What follows belongs to an exercise in optimizing a design on an open flow for small area; a production flow would make more cautious choices.
Only simulation tests tie the RTL to the original design; equivalence was not proved.
Power figures rest on the tool's default switching activity, not on a simulated workload.

==> flow/design.v <==
`timescale 1ns / 1ps
module reram_controller #(
    parameter INPUT_WIDTH = 8,
    parameter OUTPUT_WIDTH = 12,
    parameter INPUT_SIZE = 784,
    parameter OUTPUT_SIZE = 256
)(
    input  wire                     clk,
    input  wire                     rst_n,
    input  wire                     start,
    output reg                      done,
    output reg                      busy,
    input  wire [INPUT_WIDTH-1:0]   input_data,
    input  wire                     input_valid,
    output reg                      input_ready,
    output wire [9:0]               dac_out,
    output wire                     dac_valid,
    output wire                     xbar_enable,
    output wire [9:0]               xbar_addr,
    input  wire [OUTPUT_WIDTH-1:0]  xbar_data,
    input  wire                     xbar_valid,
    output reg  [OUTPUT_WIDTH-1:0]  output_data,
    output reg  [7:0]               output_addr,
    output reg                      output_valid
);
    reg        ph;           
    reg        xe;           
    reg  [7:0] dac;          
    reg  [7:0] xa;           
    reg  [7:0] sample0;      
    reg  [11:0] tmp;
    assign dac_out     = {dac, 2'b00};
    assign dac_valid   = xe;
    assign xbar_enable = xe;
    assign xbar_addr   = {2'b00, xa};
    wire st_idle = ~busy;
    wire st_load = busy & ~ph & ~xe & ~output_valid;
    wire st_wait = (input_ready & ph) | ((xe | output_valid) & ~ph);
    wire st_cd   = xe & ph;
    wire st_ow   = busy & ph & ~input_ready & ~xe & ~output_valid;
    wire st_done = output_valid & ph;
    wire cnt_first = tmp[0] & tmp[1] & tmp[2] & ~tmp[4] & ~tmp[8] & ~tmp[9];
    wire cnt_last  = ~tmp[3] & tmp[4] & ~tmp[8] & ~tmp[9];
    wire last_neuron = &xa;
    always @(posedge clk or negedge rst_n) begin
        if (!rst_n) begin
            busy         <= 1'b0;
            input_ready  <= 1'b0;
            xe           <= 1'b0;
            output_valid <= 1'b0;
            done         <= 1'b0;
            ph           <= 1'b0;
        end else begin
            busy         <= st_idle ? start : ~st_done;
            input_ready  <= st_load;
            xe           <= st_wait;
            output_valid <= st_ow;
            done         <= st_done;
            ph           <= (st_load & input_valid & cnt_last) |
                            (st_wait & xbar_valid) | st_cd |
                            (st_ow & last_neuron);
        end
    end
    always @(posedge clk) begin
        tmp[11:10] <= xbar_data[11:10];
        if (ph)
            tmp[9:0] <= xbar_data[9:0];
        else if (st_idle)
            tmp[9:0] <= 10'd7;
        else if (input_valid)
            tmp[9:0] <= tmp[9:0] - 1'b1;
        if (cnt_first)
            sample0 <= input_data;
    end
    wire wait_first_load = input_ready & ph;
    wire wait_first_ow   = output_valid & ~ph;
    always @(posedge clk or negedge rst_n) begin
        if (!rst_n) begin
            dac         <= 8'b0;
            xa          <= 8'b0;
            output_addr <= 8'b0;
            output_data <= {OUTPUT_WIDTH{1'b0}};
        end else begin
            if (wait_first_load)
                dac <= sample0;
            if (wait_first_ow | (wait_first_load & xa[7]))
                xa <= xa + 1'b1;
            if (st_ow) begin
                output_addr <= xa;
                output_data <= tmp;
            end
        end
    end
endmodule
==> flow/run.sh <==
#!/bin/bash
# synth_recipe.tcl (not shown) runs the flow's synth.tcl, then flattens the netlist and writes it again
# the make line also repeats each setting of config.mk as NAME=value (left out here)
make -C /OpenROAD-flow-scripts/flow DESIGN_CONFIG=/design/flow/config.mk WORK_HOME=/design/flow/orfs CLKGATE_MAP_FILE= SYNTH_SCRIPT=/design/flow/synth_recipe.tcl finish
==> flow/config.mk <==
export PLATFORM = sky130hd
export DESIGN_NAME = reram_controller
export DESIGN_NICKNAME = reram_controller
export VERILOG_FILES = /design/flow/design.v
export SDC_FILE = /design/flow/constraint.sdc
export NUM_CORES = 4
export LEC_CHECK = 0
export CAP_MARGIN = 40
export CELL_PAD_IN_SITES_DETAIL_PLACEMENT = 1
export CELL_PAD_IN_SITES_GLOBAL_PLACEMENT = 2
export CORE_MARGIN = 2
export CORE_UTILIZATION = 35
export SLEW_MARGIN = 40
==> flow/constraint.sdc <==
create_clock -name core_clock -period 10.0 [get_ports {clk}]
set_input_delay 2.0000 -clock core_clock [delete_from_list [all_inputs] [get_ports {clk}]]
set_output_delay 2.0000 -clock core_clock [all_outputs]
set_load 0.01 [all_outputs]
==> results of run 1 <==
power by group:
part	leakage, nW	internal [mW]	switching, mW
clock network	0.0904	0.105	0.0992
logic	0.655	0.251	0.179
registers	0.715	0.371	0.103
total	1.46	0.726	0.381
cell type report:
class / instances / area, µm²
tap: 99 / 124
clock buffer: 11 / 153
inverter: 4 / 15.0
clock inverter: 5 / 33.8
timing repair buffer: 66 / 658
sequential: 62 / 1630
fill: 787 / 3730
multi-input combinational: 117 / 950
per-stage QoR:
| step | std cells | power (mW) | setup slack [ns] | utilization, % |
|---|---|---|---|---|
| 6_report | 364 | 1.11 | 6.59 | 48.9 |
| 5_1_grt | 364 | 1.18 | 6.51 | 48.9 |
| 4_1_cts | 364 | 1.13 | 6.55 | 48.9 |
| 3_5_place_dp | 348 | 0.919 | 6.71 | 46.3 |
| 3_3_place_gp | 348 | 0.899 | 6.78 | 46.2 |
| 2_1_floorplan | 192 | 0.703 | 7.36 | - |
path summary, 6_finish.rpt:
kind / startpoint / to / slack (ns)
max: busy$_DFF_PN0_ / busy / 6.59
min: tmp[11]$_DFF_P_ / output_data[11]$_DFFE_PN0P_ / 0.47
max reg2reg: ph$_DFF_PN0_ / output_data[10]$_DFFE_PN0P_ / 8.06
min reg2reg: tmp[11]$_DFF_P_ / output_data[11]$_DFFE_PN0P_ / 0.47
max in group asynchronous: rst_n / output_data[8]$_DFFE_PN0P_ / 7.98
min in group asynchronous: rst_n / dac[5]$_DFFE_PN0P_ / 1.64
cells by family after synthesis:
logic type,count (synthesis)
flops,62
simple gates,52
mux,28
compound gates,15
xor+xnor,15
buf+inv,13
fa+ha+maj,3
other cells,1
layer usage:
metal,global-route usage (%),vias up,part of all wire [%]
met5,0,-,0
met4,8.21,0,1.4
met3,3.09,9,4.0
met2,26.7,47,52
met1,18.2,865,43
li1,-,796,-
placed cells by master, fill, tap and decap left out, drive strengths merged:
cell type      netlist  routed
ha                   3       3
nor2b                5       5
nand4b               1       1
a21oi                3       3
clkinv               0       3
clkdlybuf4s50        0      65
o22ai                1       1
clkinvlp             0       2
nor3                 3       3
and2b                1       1
and2                 2       2
xor2                 7       7
xnor2                8       8
mux2                28      28
nand4                4       4
conb                 1       4
nand2b               2       2
nand3                6       6
edfxtp              18      18
clkbuf               1      11
inv                  4       4
nand3b               2       2
dfxtp                2       2
nor4                 2       2
and3                 2       2
dfrtp               42      42
buf                  8       1
nor2                 6       6
nor4b                1       1
o211ai               1       1
nand2               15      15
o21ai               10      10
registers in the layout (all words and copies together) (netlist names):
signal and count:
output_valid 1, tmp 12, ph 1, xa 8, dac 8, busy 1
done 1, output_addr 8, xe 1, output_data 12, sample0 8, input_ready 1
==> results_dict.tcl, run 1 <==
set metrics [dict create \
    hp-class "flip-flop to flip-flop" \
    synth_compound_area_share_pct 3.13 \
    holdWs_ns 0.474 \
    max_freq_mhz 293 \
    cpLargestDelayFamily "buffers and inverters" \
    pin_count 71 \
    ys_top_cells_by_count "dfrtp_1 (42), edfxtp_1 (18), nand2_1 (15)" \
    ys_top_cells_by_area "dfrtp_1 (40%), edfxtp_1 (20%), mux2_4 (8.0%)" \
    dieArea_um2 8260 \
    cp_num_cells 1 \
    postCtsHoldBufs 0 \
    max_cap_viol_count 0 \
    clock-sinks 62 \
    wl_per_cell_um 16.4 \
    relSlewSlack_pct 57.5 \
    synth_mux_area_share_pct 13.9 \
    die_y_um 90.9 \
    required_ns 8.00 \
    rr_worst_depth 3 \
    yosys.area_share.simple_pct 11.4 \
    synth_cells 189 \
    fin_crit_sh_pct 34.1 \
    clock_skew_ns 0.00795 \
    grt_max_degree 43 \
    synth_adder_area_share_pct 1.42 \
    area_growth_pct 35.0 \
    netlist.top_cell.by_area "dfrtp_1" \
    globalRouteTotalUtil_pct 15.5 \
    dp_hpwl_mm 4.21 \
    drc 0 \
    startpoint_type "flip-flop" \
    syn_area_per_cell_um2 14.0 \
    cts_setup_buffers 0 \
    grt_pass1_vias 1951 \
    synth.top_cell.area_share_pct 39.8 \
    hold_viol_final 0 \
    p_leak_nw 1.46 \
    grt_first_pass_wirelength_mm 9.89 \
    synth_ff_type "dfrtp_1" \
    antenna_found_initial 0 \
    htreeDepth 3 \
    insertedDiodeCount 0 \
    clock-root-buffer "clkbuf_8" \
    numCtsBuffers 9 \
    critPathMaxFanout 7 \
    arrival_ns 1.41 \
    status "no timing/DRC/antenna violations" \
    ys_ff_latch 62 \
    via_per_inst 4.72 \
    yosysMostFrequentCell "dfrtp_1" \
    cts_tree "yes" \
    yosysUniqueCellTypes 34 \
    crit_path_end_kind "output pin" \
    final_cell_area_um2 3560 \
    ctsResizeCount 0 \
    async_flop_share_pct 67.7 \
    portBuffers 66 \
    seq_area_frac_synth_pct 61.8 \
    postRouteAntennaNets 0 \
    final_nets 288 \
    num_vias 1717 \
    die_x_um 90.9 \
    clk_latency_ns 0.33 \
    synth_edf_count 18 \
    gp_congestion 0.783 \
    placeableCoreArea_um2 7290 \
    holdPathStages 1 \
    max_stage_delay_ns 0.59 \
    rsz0062_at_grt "no" \
    critical_path.slowest_cell "clkdlybuf4s50_1" \
    yosys_warnings 1 \
    clockBufferDepth 2 \
    overflow 0 \
    cp_num_buf_inv 1 \
    tns_ns 0 \
    finalWirelength_mm 5.96 \
    ir_drop_v 0.000112 \
    start_util_pct 36.2 \
    path_class "flip-flop to output pin" \
    first_pass_iters 4 \
    post_dp_cell_area_um2 3380 \
    worst_pin_slew_ns 0.637 \
    final_max_slew_viol_count 0 \
    drt_iter0_markers 29 \
    synth_top_family_by_area "multiplexers" \
    synth_xor_area_share_pct 4.97 \
    netlist_area_um2 2640 \
    finalSetupViolCount 0 \
    min_period_ns 3.41 \
    p_per_area_nw_per_um2 311 \
    crit_chain "clkdlybuf4s50_1" \
    layout-drive-gt1-share_pct 18.5 \
    cts.reportedPaths.clkPinSlew_ns 0.07 \
    rows 31 \
]
==> run 2: changes to the inputs <==
--- a/flow/design.v
+++ b/flow/design.v
@@ -26,12 +26,14 @@
     reg        ph;           
     reg        xe;           
     reg  [7:0] dac;          
-    reg  [7:0] xa;           
+    reg        seen_ow;      
     reg  [7:0] sample0;      
     reg  [11:0] tmp;
     assign dac_out     = {dac, 2'b00};
     assign dac_valid   = xe;
     assign xbar_enable = xe;
+    wire st_mid = xe | (busy & ph & ~input_ready & ~output_valid);
+    wire [7:0] xa = output_addr + (st_mid & seen_ow);
     assign xbar_addr   = {2'b00, xa};
     wire st_idle = ~busy;
     wire st_load = busy & ~ph & ~xe & ~output_valid;
@@ -39,8 +41,8 @@
     wire st_cd   = xe & ph;
     wire st_ow   = busy & ph & ~input_ready & ~xe & ~output_valid;
     wire st_done = output_valid & ph;
-    wire cnt_first = tmp[0] & tmp[1] & tmp[2] & ~tmp[4] & ~tmp[8] & ~tmp[9];
-    wire cnt_last  = ~tmp[3] & tmp[4] & ~tmp[8] & ~tmp[9];
+    wire cnt_first = ~|tmp[7:0];
+    wire cnt_last  = &{tmp[9:7], tmp[4], tmp[2:0]};
     wire last_neuron = &xa;
     always @(posedge clk or negedge rst_n) begin
         if (!rst_n) begin
@@ -66,26 +68,24 @@
         if (ph)
             tmp[9:0] <= xbar_data[9:0];
         else if (st_idle)
-            tmp[9:0] <= 10'd7;
+            tmp[9:0] <= 10'd0;
         else if (input_valid)
-            tmp[9:0] <= tmp[9:0] - 1'b1;
+            tmp[9:0] <= {tmp[8:0], ~(tmp[9] ^ tmp[0])};
         if (cnt_first)
             sample0 <= input_data;
     end
     wire wait_first_load = input_ready & ph;
-    wire wait_first_ow   = output_valid & ~ph;
     always @(posedge clk or negedge rst_n) begin
         if (!rst_n) begin
             dac         <= 8'b0;
-            xa          <= 8'b0;
+            seen_ow     <= 1'b0;
             output_addr <= 8'b0;
             output_data <= {OUTPUT_WIDTH{1'b0}};
         end else begin
             if (wait_first_load)
                 dac <= sample0;
-            if (wait_first_ow | (wait_first_load & xa[7]))
-                xa <= xa + 1'b1;
             if (st_ow) begin
+                seen_ow     <= 1'b1;
                 output_addr <= xa;
                 output_data <= tmp;
             end
==> flow/flow/run.sh (new file) <==
#!/bin/bash
# Standard synthesis; then the standard ORFS layout with minimum-size port
# buffers and combinational cells downsized after floorplan.
set -euo pipefail
F=$(pwd)/flow
bash standard.sh synth > synth.log 2>&1
bash standard.sh \
  "BUFFER_PORTS_ARGS=-buffer_cell sky130_fd_sc_hd__buf_1" \
  POST_FLOORPLAN_TCL=$F/downsize.tcl \
  SKIP_REPAIR_TIE_FANOUT=1 \
  finish > layout.log 2>&1
==> flow/flow/downsize.tcl (new file) <==
# Swap every combinational cell to the smallest cell of the same function
# (same name but for the drive-strength suffix). Registers are left alone.
set dont_use {}
if {[info exists ::env(DONT_USE_CELLS)]} { set dont_use $::env(DONT_USE_CELLS) }
set db [ord::get_db]
set block [ord::get_db_block]
set n 0
foreach inst [$block getInsts] {
  set name [[$inst getMaster] getName]
  if {![regexp {^(sky130_fd_sc_hd__[a-z0-9]+)_([0-9]+)$} $name -> base drv]} { continue }
  if {[regexp {__(df|edf|sdf|sedf|dl|conb|tap|fill|decap|clk|probe|lpflow)} $name]} { continue }
  set best $name
  set bestw [[$inst getMaster] getWidth]
  foreach d {0 1 2 3 4 6 8 12 16} {
    set cn ${base}_$d
    if {[lsearch -exact $dont_use $cn] >= 0} { continue }
    set mm [$db findMaster $cn]
    if {$mm == "NULL" || $mm == ""} { continue }
    if {[$mm getWidth] < $bestw} { set best $cn; set bestw [$mm getWidth] }
  }
  if {$best ne $name} {
    replace_cell [$inst getName] $best
    incr n
  }
}
puts "downsize: replaced $n cells"
==> flow/standard.sh (new file) <==
#!/bin/bash
# synth_recipe.tcl (not shown) runs the flow's synth.tcl, then flattens the netlist and writes it again
# the make line also repeats each setting of config.mk as NAME=value (left out here)
make -C /OpenROAD-flow-scripts/flow DESIGN_CONFIG=/design/flow/config.mk WORK_HOME=/design/flow/orfs CLKGATE_MAP_FILE= SYNTH_SCRIPT=/design/flow/synth_recipe.tcl "${@:-finish}"
removed: flow/run.sh
==> results_dict.tcl, run 2 <==
set metrics [dict create \
    rows 29 \
    clockBufferDepth 2 \
    synth_top_family_by_area "simple AND/OR/NAND/NOR gates" \
    ys_ff_latch 55 \
    hold_end "output_data[11]$_DFFE_PN0P_" \
    globalRouteTotalUtil_pct 15.2 \
    synth_compound_area_share_pct 5.45 \
    critPathMaxFanout 20 \
    synth_ff_type "dfrtp_1" \
    numCtsBuffers 5 \
    rrSetupSlack_ns 7.50 \
    clk_latency_ns 0.32 \
    yosys.area_share.simple_pct 15.2 \
    ys_top_cells_by_area "dfrtp_1 (39%), edfxtp_1 (24%), nand2_1 (7.6%)" \
    yosysUniqueCellTypes 35 \
    area_growth_pct 15.4 \
    max_stage_delay_ns 0.72 \
    hold_start "tmp[11]$_DFF_P_" \
    timing.rr.start "ph$_DFF_PN0_" \
    total_power_mw 0.809 \
    wl_per_cell_um 16.2 \
    postRouteAntennaNets 0 \
    layout_commonest_cell "buf_1" \
    required_ns 8.00 \
    startpoint_type "flip-flop" \
    synth.top_cell.area_share_pct 38.6 \
    grt_max_degree 36 \
    synth_xor_area_share_pct 5.79 \
    portBuffers 66 \
    rr_worst_depth 4 \
    grt_first_pass_wirelength_mm 8.47 \
    cts_setup_buffers 0 \
    final_nets 270 \
    r2r-end "ph$_DFF_PN0_" \
    first_pass_iters 4 \
    placeableCoreArea_um2 6310 \
    drt_iter0_markers 74 \
    async_flop_share_pct 63.6 \
    netlist.top_cell.by_area "dfrtp_1" \
    arrival_ns 2.35 \
    finalSetupViolCount 0 \
    min_period_ns 4.35 \
    synth_edf_count 18 \
    p_per_area_nw_per_um2 309 \
    clock_skew_ns 0.00596 \
    crit_chain "nor4bb_1, o21a_1, ha_1, and4_1, xor2_1, buf_1" \
    dieArea_um2 7150 \
    synth_adder_area_share_pct 1.10 \
    gp_congestion 0.809 \
    final_cell_mix "buf_1 (65), nand2_1 (46), dfrtp_1 (35)" \
    worst_pin_slew_ns 0.759 \
    top_regs "output_data (12), tmp (12)" \
    die_x_um 84.6 \
    dp_hpwl_mm 3.81 \
    final_max_slew_viol_count 0 \
    die_y_um 84.6 \
    synth_mux_area_share_pct 3.97 \
    hp-class "flip-flop to flip-flop" \
    clock-root-buffer "clkbuf_8" \
    yosys_warnings 1 \
    insertedDiodeCount 0 \
    num_vias 1569 \
    layout-drive-gt1-share_pct 7.38 \
    critical_path.slowest_cell "dfrtp_1" \
    clock-sinks 55 \
    p_leak_nw 1.11 \
    holdPathStages 2 \
    relSlewSlack_pct 49.3 \
    postCtsHoldBufs 0 \
    fin_crit_sh_pct 43.5 \
    tns_ns 0 \
    cts_tree "yes" \
    hold_viol_final 0 \
    cp_num_buf_inv 1 \
    yosysMostFrequentCell "nand2_1" \
    finalWirelength_mm 5.22 \
    crit_path_end_kind "output pin" \
    status "no timing/DRC/antenna violations" \
    cpLargestDelayFamily "flip-flops" \
    pin_count 71 \
    start_util_pct 36.0 \
    via_per_inst 4.89 \
    seq_area_frac_synth_pct 64.1 \
    rsz0062_at_grt "no" \
    grt_pass1_vias 1636 \
    antenna_found_initial 0 \
    cts.reportedPaths.clkPinSlew_ns 0.11 \
    synth_cells 182 \
    ir_drop_v 0.000112 \
    htreeDepth 2 \
    max_freq_mhz 230 \
    max_cap_viol_count 0 \
    drc 0 \
    ctsResizeCount 0 \
    overflow 0 \
    syn_area_per_cell_um2 12.5 \
    path_class "flip-flop to output pin" \
    startpoint "ph$_DFF_PN0_" \
    ys_top_cells_by_count "nand2_1 (46), dfrtp_1 (35), edfxtp_1 (18)" \
    netlist_area_um2 2270 \
]
-- run 2: changes by cell type after synthesis, moves of 3 or more --
cell,previous run,this run
nand3_1,5,1
mux2_2,14,8
nand2_1,15,46
a22o_1,0,10
o21ai_0,9,0
inv_1,4,1
nor2b_1,5,1
mux2_4,14,0
dfrtp_1,42,35
-- run 2: logic make-up after synthesis --
family                   count (synthesis)
AO/OA/AOI/OAI                           15
adder cells (fa/ha/maj)                  2
other                                    1
buffers and inverters                   14
AND/OR/NAND/NOR                         72
flip-flops                              55
XOR/XNOR                                15
multiplexers                             8
-- run 2: per-stage QoR --
step	hold WS (ns)	instances	instance area, µm²	worst slack, ns	utilization (%)
2_1_floorplan	0.398	182	2270	6.32	-
3_5_place_dp	0.429	313	2520	5.95	40.0
6_report	0.436	321	2620	5.65	41.5
3_3_place_gp	0.404	313	2520	6.01	39.9
4_1_cts	0.443	321	2620	5.59	41.5
5_1_grt	0.479	321	2620	5.39	41.5
-- run 2: how the worst max path moves through the flow --
| stage | end | depth (start not counted) |
|---|---|---|
| floorplan | xbar_addr[7] | 7 |
| global placement | xbar_addr[7] | 7 |
| detailed placement | xbar_addr[6] | 6 |
| CTS | xbar_addr[6] | 6 |
| global route | xbar_addr[4] | 7 |
| finish | xbar_addr[6] | 6 |
-- run 2: area by class of cell --
type / count / area, µm²
clock buffer: 5 / 68.8
clock inverter: 3 / 28.8
fill: 720 / 3690
inverter: 2 / 8.76
multi-input combinational: 113 / 709
sequential: 55 / 1460
tap: 77 / 96.3
timing repair buffer: 66 / 251
-- run 2: per-layer routing --
| layer | wire length (µm) | vias up | part of all wire (%) | global-route usage [%] |
|---|---|---|---|---|
| met4 | 48 | 0 | 0.92 | 3.46 |
| met1 | 2240 | 775 | 43 | 19.2 |
| met5 | 0 | - | 0 | 0 |
| li1 | - | 742 | - | - |
| met3 | 249 | 6 | 4.8 | 3.74 |
| met2 | 2680 | 46 | 51 | 26.3 |
-- run 2: worst reg2reg max path, cell delays in order (launching register included) --
cell      delay [ns]
dfrtp_1         0.61
or3b_1          0.72
clkinv_2        0.48
and4b_1         0.36
a31o_1          0.23
-- run 2: report_power, final --
group,switching [mW],leakage (nW),internal [mW]
clock network,0.0805,0.0502,0.0521
registers,0.0744,0.631,0.325
logic,0.166,0.429,0.111
==> run 3: changes to the inputs <==
==> flow/flow/run.sh (replaced) <==
#!/bin/bash
# Standard synthesis; then the standard ORFS layout with minimum-size port
# buffers, combinational cells downsized after floorplan, and a small clock
# tree without dummy loads.
set -euo pipefail
F=$(pwd)/flow
bash standard.sh synth > synth.log 2>&1
bash standard.sh \
  "BUFFER_PORTS_ARGS=-buffer_cell sky130_fd_sc_hd__buf_1" \
  POST_FLOORPLAN_TCL=$F/downsize.tcl \
  SKIP_REPAIR_TIE_FANOUT=1 \
  "CTS_ARGS=-sink_clustering_enable -repair_clock_nets -dont_use_dummy_load -buf_list sky130_fd_sc_hd__clkbuf_8 -root_buf sky130_fd_sc_hd__clkbuf_8 -sink_clustering_size 30 -sink_clustering_max_diameter 200" \
  finish > layout.log 2>&1
--- a/flow/config.mk
+++ b/flow/config.mk
@@ -5,9 +5,9 @@
 export SDC_FILE = /design/flow/constraint.sdc
 export NUM_CORES = 4
 export LEC_CHECK = 0
-export CAP_MARGIN = 40
+export CAP_MARGIN = 20
 export CELL_PAD_IN_SITES_DETAIL_PLACEMENT = 1
 export CELL_PAD_IN_SITES_GLOBAL_PLACEMENT = 2
 export CORE_MARGIN = 2
-export CORE_UTILIZATION = 35
-export SLEW_MARGIN = 40
+export CORE_UTILIZATION = 55
+export SLEW_MARGIN = 20
==> results_dict.tcl, run 3 <==
set metrics [dict create \
    final_cell_mix "buf_1 (65), nand2_1 (46), dfrtp_1 (35)" \
    grt_max_degree 36 \
    path_class "flip-flop to output pin" \
    insertedDiodeCount 0 \
    holdPathStages 2 \
    timing.rr.start "ph$_DFF_PN0_" \
    async_flop_share_pct 63.6 \
    seq_area_frac_synth_pct 64.1 \
    drt_iter0_markers 75 \
    pin_count 71 \
    max_freq_mhz 226 \
    finalWirelength_mm 5.17 \
    die_x_um 68.3 \
    yosys_warnings 1 \
    crit_path_end_kind "output pin" \
    antenna_found_initial 0 \
    drc 0 \
    synth_edf_count 18 \
    clockBufferDepth 2 \
    postCtsHoldBufs 0 \
    htreeDepth 2 \
    syn_area_per_cell_um2 12.5 \
    clock_skew_ns 0.0251 \
    area_growth_pct 12.5 \
    first_pass_iters 4 \
    die_y_um 68.3 \
    numCtsBuffers 5 \
    rrSetupSlack_ns 7.55 \
    p_per_area_nw_per_um2 310 \
    r2r-end "ph$_DFF_PN0_" \
    ir_drop_v 0.000155 \
    grt_first_pass_wirelength_mm 7.70 \
    num_vias 1587 \
    clk_latency_ns 0.31 \
    start_util_pct 56.8 \
    worst_pin_slew_ns 0.887 \
    grt_pass1_vias 1590 \
    required_ns 8.00 \
    wl_per_cell_um 17.8 \
    dp_hpwl_mm 3.81 \
    finalSetupViolCount 0 \
    final_max_slew_viol_count 0 \
    grt_busiest_layer "met2" \
    fin_crit_sh_pct 44.3 \
    postRouteAntennaNets 0 \
    grtUsageMet2_pct 42.6 \
    cts_tree "yes" \
    clock-sinks 55 \
    yosysUniqueCellTypes 35 \
    netlist_area_um2 2270 \
    gp_congestion 0.828 \
    dp.cells 286 \
    dieArea_um2 4660 \
    final_nets 270 \
    hold_start "tmp[11]$_DFF_P_" \
    arrival_ns 2.43 \
    placeableCoreArea_um2 4000 \
    p_leak_nw 1.10 \
    critPathMaxFanout 20 \
    rsz0062_at_grt "no" \
    via_per_inst 5.45 \
    yosysMostFrequentCell "nand2_1" \
    stdcell_count 291 \
    portBuffers 66 \
    cts.reportedPaths.clkPinSlew_ns 0.09 \
    hold_end "output_data[11]$_DFFE_PN0P_" \
    synth_cells 182 \
    min_period_ns 4.43 \
    synth_ff_type "dfrtp_1" \
    synth.top_cell.area_share_pct 38.6 \
    hold_viol_final 0 \
    overflow 0 \
    ys_ff_latch 55 \
    layout-drive-gt1-share_pct 6.22 \
    top_regs "output_data (12), tmp (12)" \
    globalRouteTotalUtil_pct 23.7 \
    rows 23 \
    ctsResizeCount 0 \
    clock-root-buffer "clkbuf_8" \
    met3_usage_pct 5.43 \
    layout_commonest_cell "buf_1" \
    cts_setup_buffers 0 \
    relSlewSlack_pct 40.9 \
    tns_ns 0 \
    rr_worst_depth 4 \
    ys_top_cells_by_area "dfrtp_1 (39%), edfxtp_1 (24%), nand2_1 (7.6%)" \
    hp-class "flip-flop to flip-flop" \
    startpoint_type "flip-flop" \
    netlist.top_cell.by_area "dfrtp_1" \
    max_cap_viol_count 0 \
    status "no timing/DRC/antenna violations" \
    ys_top_cells_by_count "nand2_1 (46), dfrtp_1 (35), edfxtp_1 (18)" \
    use_met1_pct 27.5 \
]
[run 3: cell types whose count changed in the layout (fill, tap and decap cells not counted), sizes merged]
cell / previous run / this run
clkinv: 3 / 1
inv: 2 / 1
[run 3: routing by layer]
layer,vias to the layer above,wire [µm]
met5,-,0
met4,0,76
met3,7,265
met2,52,2780
met1,794,2050
li1,734,-
[run 3: cell type report]
cell class	count	area [µm²]
Sequential cell	55	1460
Clock buffer	5	68.8
Inverter	2	8.76
Multi-Input combinational cell	113	709
Tap cell	50	62.6
Fill cell	439	1450
Timing Repair Buffer	66	249
[run 3: where the power goes]
group	total (mW)	internal, mW	leakage (nW)	switching, mW
Clock	0.110	0.0453	0.0359	0.0647
Combinational	0.282	0.112	0.429	0.170
Sequential	0.399	0.325	0.631	0.0743
Total	0.791	0.482	1.10	0.309
[run 3: kinds of logic after synthesis]
kind of cell             count (synthesis)  share of synthesized area [%]
adder cells (fa/ha/maj)                  2                           1.10
other                                    1                          0.165
AND/OR/NAND/NOR                         72                           15.2
buffers and inverters                   14                           4.19
multiplexers                             8                           3.97
AO/OA/AOI/OAI                           15                           5.45
flip-flops                              55                           64.1
XOR/XNOR                                15                           5.78
[run 3: how the worst max path moves through the flow]
stage | slack, ns | cells past startpoint | from | endpoint
6_report | 5.57 | 6 | ph$_DFF_PN0_ | xbar_addr[6]
5_1_grt | 5.41 | 7 | ph$_DFF_PN0_ | xbar_addr[7]
4_1_cts | 5.56 | 6 | ph$_DFF_PN0_ | xbar_addr[6]
3_5_place_dp | 5.92 | 6 | ph$_DFF_PN0_ | xbar_addr[6]
3_3_place_gp | 6.06 | 7 | ph$_DFF_PN0_ | xbar_addr[7]
2_1_floorplan | 6.32 | 7 | ph$_DFF_PN0_ | xbar_addr[7]
[run 3: stage by stage]
stage	setup slack [ns]	util, %	total power [mW]	cell area (µm²)	hold slack [ns]
floorplan	6.32	-	0.588	2270	0.398
global placement	6.06	62.2	0.663	2490	0.405
detailed placement	5.92	62.2	0.687	2490	0.420
CTS	5.56	63.9	0.798	2550	0.434
global route	5.41	63.9	0.845	2550	0.444
finish	5.57	63.9	0.791	2550	0.429
[run 3: critical path: stages (launching register included)]
cell and delay (ns):
dfrtp_1 0.74, nor4bb_1 0.31, o21a_1 0.19, ha_1 0.19
and4_1 0.29, xor2_1 0.22, buf_1 0.19

static timing again, ports no longer ideal:
Ports are ideal in the flow. The routed layouts listed here were re-timed in OpenROAD.
Step 1, drivers: a clkbuf_16 drives clk and a buf_2 each remaining input, both assumed.
Step 2 moves the port delays by t, midway between the first and last clock arrival at a register: inputs arrive t later, outputs are due t later. That takes back most of the time a late clock gives input paths.
Three values: no drivers, after step 1, after step 2; two values: the first two.
run	t (ns)	slack for setup (ns)	worst hold slack (ns)	pins driven straight from the clock port
run 1	0.362	6.590 / 6.560 / 6.693	0.474 / 0.474 / 0.474	1
run 2	0.341	5.653 / 5.625 / 5.966	0.436 / 0.436 / 0.436	1
run 3	0.330	5.569 / 5.541 / 5.871	0.429 / 0.429 / 0.429	1
After both steps every run listed still meets setup and hold.
